Context: an optimization exercise on an open-source flow, tuned for small area. The choices shown serve that exercise and are no tape-out recipe.
At most, simulation tests tie the RTL to the original design; equivalence was not proved.
Power and IR drop assume default switching activity.

exp/willow:
==> flow/design.v <==
`default_nettype none
`timescale 1ns/1ps
module acorn_prng (
    input clk,
    input reset,
    input wire load,
    input wire [1:0] select,
    input wire [11:0] gpio_seed,
    input wire [11:0] LA1_seed,
    output reg [11:0] out,
    output [12:0] io_oeb,
    output wire reset_out
);
assign io_oeb = 13'b0;
assign reset_out = reset;
reg [11:0] seed;
reg [3:0]  counter;
reg        first;           
reg [11:0] ring [0:13];
reg        c0;              
reg        c15;             
reg        c14;             
reg        rdb;             
wire step = ~(counter[3] & counter[2] & counter[1]);    
wire [11:0] opa = c0  ? seed : ring[0];
wire [11:0] opb = ({12{c15}} & out) | ({12{rdb}} & ring[1]);
wire [12:0] cy;
wire [11:0] sum;
assign cy[0] = 1'b0;
genvar g;
generate
	for (g = 0; g < 12; g = g + 1) begin : add
		assign sum[g]  = opa[g] ^ opb[g] ^ cy[g];
		assign cy[g+1] = (opa[g] & opb[g]) | (cy[g] & (opa[g] ^ opb[g]));
	end
endgenerate
wire        sh = ~load & step;
wire        hd = load | c14 | c15;           
wire [11:0] ring_nx [0:13];
genvar r;
generate
	for (r = 0; r < 14; r = r + 1) begin : rg
		wire [11:0] src = (r == 0) ? sum : (r == 13) ? ring[0] : ring[(r + 1) % 14];
		assign ring_nx[r] = ({12{sh}} & src) | ({12{hd}} & ring[r]);
		always @(posedge clk)
			ring[r] <= ring_nx[r];
	end
endgenerate
wire        ld     = load & ~reset;
wire        ld_g   = ld & ~select[1] &  select[0];
wire        ld_l   = ld &  select[1] & ~select[0];
wire        ld_f   = ld &  select[1] &  select[0];
wire        ld_e   = ld & (select[1] ~^ select[0]);
wire        keep_s = ~load & ~reset;
wire [11:0] seed_nx = ({12{ld_g}} & gpio_seed) | ({12{ld_l}} & LA1_seed)
                    | {ld_e, {10{ld_f}}, ld_e} | ({12{keep_s}} & seed);
wire        upd    = ~reset & ~load & c15;
wire        keep_o = ~reset & (load | ~c15);
wire [11:0] out_nx = ({12{upd}} & sum) | ({12{keep_o}} & out);
wire        run      = ~reset & ~load;
wire [3:0]  cnt_nx   = reset ? 4'd0 : run ? counter + 1'b1 : counter;
wire        c15_nx   = reset ? 1'b0 : run ? c14 : c15;
wire        first_nx = reset | (first & ~(run & c15));
always @(posedge clk) begin
	seed    <= seed_nx;
	out     <= out_nx;
	counter <= cnt_nx;
	c0      <= reset ? 1'b1 : run ? c15 : c0;
	c14     <= reset ? 1'b0 : run ? (counter == 4'd13) : c14;
	c15     <= c15_nx;
	first   <= first_nx;
	rdb     <= ~c15_nx & ~first_nx;
end
endmodule
export LEC_CHECK = 0
export CAP_MARGIN = 20
export CORE_MARGIN = 2
export CORE_UTILIZATION = 40
export SLEW_MARGIN = 20
create_clock -name core_clock -period 5.0 [get_ports {clk}]
standard.sh (not shown) runs the stock make flow with config.mk's settings and CLKGATE_MAP_FILE= SYNTH_SCRIPT=/design/flow/synth_recipe.tcl, a recipe that flattens the netlist after the stock synthesis.
==> flow/flow/run.sh <==
#!/bin/bash
set -euo pipefail
export BUFFER_PORTS_ARGS="-buffer_cell sky130_fd_sc_hd__buf_1"
export CTS_ARGS="-sink_clustering_enable -repair_clock_nets -dont_use_dummy_load -buf_list sky130_fd_sc_hd__clkbuf_8"
bash standard.sh > standard.log 2>&1
#### Input delta (exp/indigo over exp/willow)
==> flow/design.v, changed modules only <==
module acorn_prng (
    input clk,
    input reset,
    input wire load,
    input wire [1:0] select,
    input wire [11:0] gpio_seed,
    input wire [11:0] LA1_seed,
    output reg [11:0] out,
    output [12:0] io_oeb,
    output wire reset_out
);
assign io_oeb = 13'b0;
assign reset_out = reset;
reg [11:0] seed;
reg [3:0]  counter;
reg [11:0] ring [0:13];
reg        c0;              
reg        c15;             
reg        rdb;             
wire step = ~(counter[3] & counter[2] & counter[1]);    
wire [11:0] opa = c0  ? seed : ring[0];
wire [11:0] opb = ({12{c15}} & out) | ({12{rdb}} & ring[1]);
wire [12:0] cy;
wire [11:0] sum;
assign cy[0] = 1'b0;
genvar g;
generate
	for (g = 0; g < 12; g = g + 1) begin : add
		assign sum[g]  = opa[g] ^ opb[g] ^ cy[g];
		assign cy[g+1] = (opa[g] & opb[g]) | (cy[g] & (opa[g] ^ opb[g]));
	end
endgenerate
wire        sh = ~load & step;
wire        hd = load | c15 | (counter == 4'd14);    
wire [11:0] ring_nx [0:13];
genvar r;
generate
	for (r = 0; r < 14; r = r + 1) begin : rg
		wire [11:0] src = (r == 0) ? sum : (r == 13) ? ring[0] : ring[(r + 1) % 14];
		assign ring_nx[r] = ({12{sh}} & src) | ({12{hd}} & ring[r]);
		always @(posedge clk)
			ring[r] <= ring_nx[r];
	end
endgenerate
wire        ld     = load & ~reset;
wire        ld_g   = ld & ~select[1] &  select[0];
wire        ld_l   = ld &  select[1] & ~select[0];
wire        ld_f   = ld &  select[1] &  select[0];
wire        ld_e   = ld & (select[1] ~^ select[0]);
wire        keep_s = ~load & ~reset;
wire [11:0] seed_nx = ({12{ld_g}} & gpio_seed) | ({12{ld_l}} & LA1_seed)
                    | {ld_e, {10{ld_f}}, ld_e} | ({12{keep_s}} & seed);
wire        upd    = ~reset & ~load & c15;
wire        keep_o = ~reset & (load | ~c15);
wire [11:0] out_nx = ({12{upd}} & sum) | ({12{keep_o}} & out);
wire        run      = ~reset & ~load;
wire [3:0]  cnt_nx   = reset ? 4'd0 : run ? counter + 1'b1 : counter;
wire        c15_nx   = reset ? 1'b0 : run ? (counter == 4'd14) : c15;
always @(posedge clk) begin
	seed    <= seed_nx;
	out     <= out_nx;
	counter <= cnt_nx;
	c0      <= reset ? 1'b1 : run ? c15 : c0;
	c15     <= c15_nx;
	rdb     <= reset ? 1'b0 : (run & c15) ? 1'b1 : (run & (counter == 4'd14)) ? 1'b0 : rdb;
end
endmodule
--- outcome ---
Relative to exp/willow, worst hold margin has increased by 0.0062 ns in exp/indigo.
Between exp/willow and exp/indigo, gate count after technology mapping is lower for exp/indigo, exp/willow comes in above that.
[exp/indigo] met1 layer wirelength in the final routing fell 3.9% relative to exp/willow
Against exp/willow, exp/indigo reports a cell count that is lower.
Design area, exp/willow and exp/indigo: higher on exp/willow
exp/indigo vs. exp/willow: pin count of the biggest net entering global routing went down by 42.
Power delta for exp/indigo relative to exp/willow: about 12% lower
Compared with exp/willow, exp/indigo shows a final routed wire length divided by cell count that is 1.5% lower.
Relative to exp/willow, exp/indigo improves design internal power.
Detailed-route via count improves in exp/indigo relative to exp/willow.
Relative to exp/willow, layout overhead on the synthesized area has decreased by 3.9 points in exp/indigo.
Function not checked in exp/willow: the RTL went through the layout flow alone.

-- re-timing with driven ports --
Ports are ideal in the flow. The routed layouts listed here were re-timed in OpenROAD. Step 1 assumes that a clkbuf_16 drives the clock port and a buf_2 every other input. Step 2 moves the port delays by t, midway between the first and last clock arrival at a register: inputs arrive t later, outputs are due t later. That takes back most of the time a late clock gives input paths. Three values: ideal, step 1, step 2; two values: the first two.
| run | t, ns | slack for setup (ns) | clock arrival spread, ns |
|---|---|---|---|
| exp/willow | 0.512 | 0.056 / 0.056 / 0.056 | 0.043 / 0.043 |
| exp/indigo | 0.473 | 0.104 / 0.104 / 0.104 | 0.045 / 0.045 |
After both steps setup and hold are still met in every run listed.
